This is an optimization exercise on Yosys and OpenROAD, whose aim is a short achievable clock period and few clock cycles, not a production implementation. The RTL was checked by simulation tests, not by an equivalence proof against the original design. Power and IR drop assume default switching activity.

==> run P <==
==> flow/design.v <==
`timescale 1ns/1ns
module ks_add #(parameter W = 32) (input [W-1:0] a, b, input cin, output [W-1:0] s, output cout);
	reg [W-1:0] g, p, ng, np, c;
	integer d, i;
	always @(*) begin
		g = a & b;
		p = a ^ b;
		for (d = 1; d < W; d = d * 2) begin
			ng = g; np = p;
			for (i = d; i < W; i = i + 1) begin
				ng[i] = g[i] | (p[i] & g[i-d]);
				np[i] = p[i] & p[i-d];
			end
			g = ng; p = np;
		end
		c[0] = cin;
		for (i = 1; i < W; i = i + 1) c[i] = g[i-1] | (p[i-1] & cin);
	end
	assign s = a ^ b ^ c;
	assign cout = g[W-1] | (p[W-1] & cin);
endmodule
module rf_read(input [991:0] r, input [31:1] oh, output reg [31:0] q);
	integer k;
	always @(*) begin
		q = 32'd0;
		for (k = 1; k < 32; k = k + 1)
			q = q | (r[32*(k-1) +: 32] & {32{oh[k]}});
	end
endmodule
module br_target(input [31:0] pc4, input [15:0] imm, output [31:0] t);
	wire [15:0] lo;
	wire        c;
	ks_add #(16) u_lo (.a(pc4[17:2]), .b(imm), .cin(1'b0), .s(lo), .cout(c));
	wire [13:0] hi   = pc4[31:18];
	wire [13:0] hi_p = hi + 14'd1;
	wire [13:0] hi_m = hi - 14'd1;
	wire        s0 = c == imm[15];
	wire        sp = c & ~imm[15];
	wire        sm = ~c & imm[15];
	assign t = {({14{s0}} & hi) | ({14{sp}} & hi_p) | ({14{sm}} & hi_m), lo, pc4[1:0]};
endmodule
module alu(input [31:0] a, b, link, input s_add, s_sub, s_and, s_or, s_xor, s_slt, s_link,
	output [31:0] res, output [31:0] sum);
	wire [31:0] dif;
	wire        c;
	ks_add #(32) u_add (.a(a), .b(b),  .cin(1'b0), .s(sum), .cout());
	ks_add #(32) u_sub (.a(a), .b(~b), .cin(1'b1), .s(dif), .cout(c));
	assign res = ({32{s_add}} & sum) | ({32{s_sub}} & dif) |
	             ({32{s_and}} & (a & b)) | ({32{s_or}} & (a | b)) |
	             ({32{s_xor}} & (a ^ b)) | {31'd0, s_slt & ~c} |
	             ({32{s_link}} & link);
endmodule
module f_sel(input [5:0] op, input go, output sj, sr, so, plain);
	wire jump = op == 6'd6 | op == 6'd8;
	wire jr   = op == 6'd7;
	assign sj = go & jump;
	assign sr = go & ~jump & jr;
	assign so = ~(sj | sr);
	assign plain = ~jump & ~jr;
endmodule
module pc_mux(input sj, sr, so, input [31:0] jt, ras, base, output [31:0] q);
	assign q = ({32{sj}} & jt) | ({32{sr}} & ras) | ({32{so}} & base);
endmodule
module MIPS(input clk, rst,
	output [31:0] imem_addr, input [31:0] imem_data,
	output [31:0] dmem_addr, output [31:0] dmem_wdata, output dmem_we, input [31:0] dmem_rdata);
	localparam [5:0] OP_R = 6'd0, OP_ADDI = 6'd1, OP_SLTI = 6'd2, OP_LW = 6'd3, OP_SW = 6'd4,
	                 OP_BEQ = 6'd5, OP_J = 6'd6, OP_JR = 6'd7, OP_JAL = 6'd8;
	reg  [31:0] pc;
	reg  [31:0] ras;               
	reg  [31:0] regs [1:31];
	reg  [3:0]  bt_v;
	reg  [9:0]  bt_tag [0:3];
	reg  [31:0] bt_tgt [0:3];
	reg  [1:0]  bt_ctr [0:3];
	reg  [1:0]  bt_rr;
	reg         d_valid;
	reg         d_bp;              
	reg  [31:0] d_bpt;
	reg  [9:0]  d_btag;
	reg  [31:0] d_ir, d_pc4, d_pred;
	reg  [31:1] d_rsoh, d_rtoh;    
	reg         x_valid;
	reg  [4:0]  x_dst;
	reg         x_we, x_lw, x_sw, x_beq, x_jr;
	reg  [15:0] x_imm;
	reg  [31:0] x_pc4, x_pred;
	reg  [31:0] x_a, x_b, x_o;     
	reg         x_rAdd, x_rSub, x_rAnd, x_rOr, x_rXor, x_rSlt, x_rLink;
	reg         x_bany, x_bsame;   
	reg         x_bp;
	reg  [31:0] x_btarget;
	reg         x_tgtok;           
	reg  [9:0]  x_btag;
	reg         m_we, m_lw;
	reg  [4:0]  m_dst;
	reg  [31:0] m_res;
	reg  [31:0] m_addr, m_sdata;   
	reg         m_sw;
	wire [31:0] r_add, x_res;
	alu u_alu (.a(x_a), .b(x_o), .link(x_pc4), .s_add(x_rAdd), .s_sub(x_rSub), .s_and(x_rAnd),
		.s_or(x_rOr), .s_xor(x_rXor), .s_slt(x_rSlt), .s_link(x_rLink), .res(x_res), .sum(r_add));
	wire        x_eq   = x_a == x_b;
	wire        x_jrok = x_a == x_pred;
	wire        x_taken = x_bany & (x_bsame | x_eq);
	wire        x_bpok  = x_taken & x_tgtok;
	wire        xr = x_valid & ((x_bp & ~x_bpok) | (~x_bp & x_beq & x_eq) | (x_jr & ~x_jrok));
	wire        xr_seq = x_bp & ~x_taken;
	wire [31:0] xr_pc = ({32{x_jr}} & x_a) | ({32{~x_jr & xr_seq}} & x_pc4) |
	                    ({32{~x_jr & ~xr_seq}} & x_btarget);
	wire [31:0] m_wdata = ({32{m_lw}} & dmem_rdata) | ({32{~m_lw}} & m_res);
	wire [5:0]  d_op   = d_ir[31:26];
	wire [4:0]  d_rs   = d_ir[25:21];
	wire [4:0]  d_rt   = d_ir[20:16];
	wire [4:0]  d_rd   = d_ir[15:11];
	wire [5:0]  d_func = d_ir[5:0];
	wire [15:0] d_imm  = d_ir[15:0];
	wire d_isR    = d_op == OP_R;
	wire d_isBeq  = d_op == OP_BEQ;
	wire d_bsame  = d_isBeq & (d_rs == d_rt);       
	wire d_useimm = d_op == OP_ADDI | d_op == OP_SLTI | d_op == OP_LW | d_op == OP_SW;
	wire d_uses_rs = d_isR | d_useimm | (d_isBeq & ~d_bsame) | d_op == OP_JR;
	wire d_uses_rt = d_isR | d_op == OP_SW | (d_isBeq & ~d_bsame);
	wire d_isJal  = d_op == OP_JAL;
	reg  [4:0]  d_dst;
	reg         d_we;
	always @(*) begin
		d_dst = 5'd0; d_we = 1'b0;
		case (d_op)
			OP_R:                    begin d_dst = d_rd;  d_we = 1'b1; end
			OP_ADDI, OP_SLTI, OP_LW: begin d_dst = d_rt;  d_we = 1'b1; end
			OP_JAL:                  begin d_dst = 5'd31; d_we = 1'b1; end
			default: ;
		endcase
		if (d_dst == 5'd0) d_we = 1'b0;
	end
	wire [991:0] rflat;
	genvar gi;
	generate for (gi = 1; gi < 32; gi = gi + 1) begin : g_rf
		assign rflat[32*(gi-1) +: 32] = regs[gi];
	end endgenerate
	wire [31:0] d_a, d_b;
	rf_read u_rfa (.r(rflat), .oh(d_rsoh), .q(d_a));
	rf_read u_rfb (.r(rflat), .oh(d_rtoh), .q(d_b));
	wire xwe = x_we & x_valid;
	wire a_fx = xwe & d_rs == x_dst;
	wire a_fm = ~a_fx & m_we & d_rs == m_dst;
	wire a_fr = ~a_fx & ~a_fm;
	wire b_fx = xwe & d_rt == x_dst;
	wire b_fm = ~b_fx & m_we & d_rt == m_dst;
	wire b_fr = ~b_fx & ~b_fm;
	wire a_fl = a_fm & m_lw, a_fa = a_fm & ~m_lw;
	wire b_fl = b_fm & m_lw, b_fa = b_fm & ~m_lw;
	wire [31:0] d_av = ({32{a_fx}} & x_res) | ({32{a_fa}} & m_res) | ({32{a_fl}} & dmem_rdata) |
	                   ({32{a_fr}} & d_a);
	wire [31:0] d_bv = ({32{b_fx}} & x_res) | ({32{b_fa}} & m_res) | ({32{b_fl}} & dmem_rdata) |
	                   ({32{b_fr}} & d_b);
	wire [31:0] d_ov = ({32{~d_useimm & b_fx}} & x_res) | ({32{~d_useimm & b_fa}} & m_res) |
	                   ({32{~d_useimm & b_fl}} & dmem_rdata) | ({32{~d_useimm & b_fr}} & d_b) |
	                   ({32{d_useimm}} & {{16{d_imm[15]}}, d_imm});
	wire stall = d_valid & ~xr & xwe & x_lw &
	             ((d_uses_rs & d_rs == x_dst) | (d_uses_rt & d_rt == x_dst));
	wire dr = d_valid & ~xr & d_bsame & ~d_bp;
	wire [31:0] dr_pc;
	br_target u_dbt (.pc4(d_pc4), .imm(d_imm), .t(dr_pc));
	wire [5:0]  f_op   = imem_data[31:26];
	wire [31:0] f_pc4  = pc + 32'd4;
	wire [31:0] f_jtarget = {f_pc4[31:28], imem_data[25:0], 2'b00};
	wire        f_go = ~xr & ~dr & ~stall;
	wire [31:0] early_pc = xr ? xr_pc : dr ? dr_pc : pc;
	wire [9:0]  f_btag = pc[11:2];
	reg  [3:0]  f_bpv;
	reg  [31:0] f_bt;
	integer j;
	always @(*) begin
		f_bt = 32'd0;
		for (j = 0; j < 4; j = j + 1) begin
			f_bpv[j] = bt_v[j] & bt_tag[j] == f_btag & bt_ctr[j][1];
			f_bt = f_bt | ({32{f_bpv[j]}} & bt_tgt[j]);
		end
	end
	wire        f_bhit = |f_bpv;
	wire [31:0] f_seq  = ({32{f_bhit}} & f_bt) | ({32{~f_bhit}} & f_pc4);
	wire [31:0] f_base = ({32{f_go}} & f_seq) | ({32{~f_go}} & early_pc);
	wire        s_j, s_r, s_o, f_plain;
	f_sel  u_fsel (.op(f_op), .go(f_go), .sj(s_j), .sr(s_r), .so(s_o), .plain(f_plain));
	wire [31:0] f_next;
	pc_mux u_pcm (.sj(s_j), .sr(s_r), .so(s_o), .jt(f_jtarget), .ras(ras), .base(f_base), .q(f_next));
	always @(posedge clk) begin
		if (rst) pc <= 32'd0;
		else     pc <= f_next;
	end
	always @(posedge clk) begin
		if (rst)                    ras <= 32'd0;
		else if (d_valid & d_isJal) ras <= d_pc4;
	end
	integer k;
	always @(posedge clk) begin
		if (rst | xr | dr) d_valid <= 1'b0;
		else if (~stall)   d_valid <= 1'b1;
		if (~stall) begin
			d_ir   <= imem_data;
			d_pc4  <= f_pc4;
			d_pred <= ras;
			d_bp   <= f_plain & f_bhit;
			d_bpt  <= f_bt;
			d_btag <= f_btag;
		end
		for (k = 1; k < 32; k = k + 1) begin
			d_rsoh[k] <= (stall ? d_rs : imem_data[25:21]) == k[4:0];
			d_rtoh[k] <= (stall ? d_rt : imem_data[20:16]) == k[4:0];
		end
	end
	always @(posedge clk) begin
		x_valid <= d_valid & ~rst & ~xr & ~stall;
		x_dst  <= d_dst;
		x_we   <= d_we;
		x_lw   <= d_op == OP_LW;
		x_sw   <= d_op == OP_SW;
		x_beq  <= d_isBeq & ~d_bsame;
		x_jr   <= d_op == OP_JR;
		x_imm  <= d_imm;
		x_pc4  <= d_pc4;
		x_pred <= d_pred;
		x_a    <= d_av;
		x_b    <= d_bv;
		x_o    <= d_ov;
		x_rSub <= d_isR & d_func == 6'd1;
		x_rAnd <= d_isR & d_func == 6'd2;
		x_rOr  <= d_isR & d_func == 6'd3;
		x_rXor <= d_isR & d_func == 6'd4;
		x_rSlt <= (d_isR & d_func == 6'd5) | d_op == OP_SLTI;
		x_rLink <= d_isJal;
		x_bany <= d_isBeq;
		x_bsame <= d_bsame;
		x_bp   <= d_bp;
		x_tgtok <= d_bpt == dr_pc;
		x_btarget <= dr_pc;
		x_btag <= d_btag;
		x_rAdd <= ~((d_isR & (d_func == 6'd1 | d_func == 6'd2 | d_func == 6'd3 | d_func == 6'd4 |
		                      d_func == 6'd5)) | d_op == OP_SLTI | d_isJal);
	end
	always @(posedge clk) begin
		m_we    <= xwe & ~rst;
		m_lw    <= x_lw;
		m_dst   <= x_dst;
		m_res   <= x_res;
		m_sw    <= x_sw & x_valid & ~rst;
		m_addr  <= r_add;
		m_sdata <= x_b;
	end
	reg  [3:0] x_bm;
	integer e;
	always @(*) for (e = 0; e < 4; e = e + 1) x_bm[e] = bt_v[e] & bt_tag[e] == x_btag;
	always @(posedge clk) begin
		if (rst) begin
			bt_v  <= 4'd0;
			bt_rr <= 2'd0;
		end else if (x_valid & x_bany) begin
			if (x_bm == 4'd0) begin
				if (x_taken) begin
					bt_v[bt_rr]   <= 1'b1;
					bt_tag[bt_rr] <= x_btag;
					bt_tgt[bt_rr] <= x_btarget;
					bt_ctr[bt_rr] <= 2'd2;
					bt_rr <= bt_rr + 2'd1;
				end
			end else begin
				for (e = 0; e < 4; e = e + 1) if (x_bm[e]) begin
					bt_tgt[e] <= x_btarget;
					if (x_taken) bt_ctr[e] <= (bt_ctr[e] == 2'd3) ? 2'd3 : bt_ctr[e] + 2'd1;
					else         bt_ctr[e] <= (bt_ctr[e] == 2'd0) ? 2'd0 : bt_ctr[e] - 2'd1;
				end
			end
		end
	end
	assign imem_addr  = pc;
	assign dmem_addr  = m_addr;
	assign dmem_wdata = m_sdata;
	assign dmem_we    = m_sw;
	reg rst_q;
	always @(posedge clk) rst_q <= rst;
	integer i;
	always @(posedge clk) begin
		if (rst_q) begin
			for (i = 1; i < 32; i = i + 1) regs[i] <= 32'd0;
		end else if (m_we) begin
			regs[m_dst] <= m_wdata;
		end
	end
endmodule
==> flow/flow/run.sh <==
#!/bin/bash
# Layout flow: the standard flow (its synthesis unchanged), with
# repair_timing aiming for setup slack beyond the design's clock period and
# the port buffers made from buf cells that the resizer can size.
set -o pipefail
bash standard.sh SETUP_SLACK_MARGIN=7.3 "BUFFER_PORTS_ARGS=-buffer_cell sky130_fd_sc_hd__buf_8" finish > standard.log 2>&1
==> flow/standard.sh <==
#!/bin/bash
# synth_recipe.tcl (not shown) runs the flow's synth.tcl, then flattens the netlist and writes it again
# the make line also repeats each setting of config.mk as NAME=value (left out here)
make -C /OpenROAD-flow-scripts/flow DESIGN_CONFIG=/design/flow/config.mk WORK_HOME=/design/flow/orfs CLKGATE_MAP_FILE= SYNTH_SCRIPT=/design/flow/synth_recipe.tcl "${@:-finish}"
==> flow/config.mk <==
export PLATFORM = sky130hd
export DESIGN_NAME = MIPS
export DESIGN_NICKNAME = MIPS
export VERILOG_FILES = /design/flow/design.v
export SDC_FILE = /design/flow/constraint.sdc
export NUM_CORES = 4
export LEC_CHECK = 0
export ABC_CLOCK_PERIOD_IN_PS = 1000
export CAP_MARGIN = 20
export CORE_MARGIN = 2
export CORE_UTILIZATION = 40
export SLEW_MARGIN = 20
export SYNTH_HIERARCHICAL = 1
==> flow/constraint.sdc <==
create_clock -name core_clock -period 10.5 [get_ports {clk}]
set_input_delay 2.1000 -clock core_clock [delete_from_list [all_inputs] [get_ports {clk}]]
set_output_delay 2.1000 -clock core_clock [all_outputs]
set_load 0.01 [all_outputs]
==> run X (differences from run P) <==
--- a/flow/design.v
+++ b/flow/design.v
@@ -91,4 +91,3 @@
 	reg         x_bp;
-	reg  [31:0] x_btarget;
-	reg         x_tgtok;           
+	reg  [31:0] x_bpt, x_btarget;
 	reg  [9:0]  x_btag;
@@ -105,3 +104,3 @@
 	wire        x_taken = x_bany & (x_bsame | x_eq);
-	wire        x_bpok  = x_taken & x_tgtok;
+	wire        x_bpok  = x_taken & (x_bpt == x_btarget);
 	wire        xr = x_valid & ((x_bp & ~x_bpok) | (~x_bp & x_beq & x_eq) | (x_jr & ~x_jrok));
@@ -236,3 +235,3 @@
 		x_bp   <= d_bp;
-		x_tgtok <= d_bpt == dr_pc;
+		x_bpt  <= d_bpt;
 		x_btarget <= dr_pc;
--- a/flow/config.mk
+++ b/flow/config.mk
@@ -10,3 +10,3 @@
 export CORE_MARGIN = 2
-export CORE_UTILIZATION = 40
+export CORE_UTILIZATION = 30
 export SLEW_MARGIN = 20
==> impl_results.md <==
- Status: finished clean
- Comb group: a little over 4 mW
- Clock power share: between 30 and 40%
- Most frequent cells in the layout: 1307 x edfxtp_1, 1077 x nor2_1, 844 x a22oi_1
- Global placer's final weighted congestion: 1.001
- CP startpoint: d_pc4[3]$_DFFE_PP_
- Die area: 0.2102 mm2
- Synthesized cell area: 0.08262 mm2
- # placed instances: about 9700
- Largest net degree at the start of global routing: between 70 and 80
- Detailed Place HPWL: 224700 um
- Syn Inst Count: about 7300
- Core ar.: 0.2050 mm2
(the above is from run P)
==> impl_results.md <==
- # placed instances: 10690
- Comb group: about 4.2 mW
- Detailed Place HPWL: 231400 um
- Core ar.: approximately 0.27 mm2
- Synthesized cell area: 0.08280 mm2
- Global placer's final weighted congestion: around 1.0
- CP startpoint: x_b[23]$_DFF_P_
- Die area: between 0.2 and 0.3 mm2
- Most frequent cells in the layout: 1307 x edfxtp_1, 1114 x nor2_1, 907 x a22oi_1
- Status: finished clean
- Largest net degree at the start of global routing: 75
(the above is from run X)
Testbench counts of run P, summed over its fixed seeds: cycles 70,391.
Testbench counts of run X, summed over its fixed seeds: cycles 70,391.

[static timing again, ports no longer ideal]
How much do the figures lean on ideal ports? The routed layouts below were timed once more, with nothing changed but the port constraints. Step 1, drivers: a clkbuf_16 drives clk and a buf_2 each remaining input, both assumed. Step 2 moves the port delays by t, midway between the first and last clock arrival at a register: inputs arrive t later, outputs are due t later. That takes back most of the time a late clock gives input paths. Three values: ideal, step 1, step 2; two values: the first two.
run | t, ns | setup slack, ns | slew at the worst register clock pin (ns)
run P | 0.944 | 6.853 / 6.834 / 6.447 | 0.07 / 0.07
run X | 0.967 | 6.835 / 6.813 / 6.443 | 0.07 / 0.07
After both steps every run listed still meets setup and hold. For run P, which loses most, drivers alone change the setup slack by -0.019 ns; drivers and shift together by -0.406 ns.
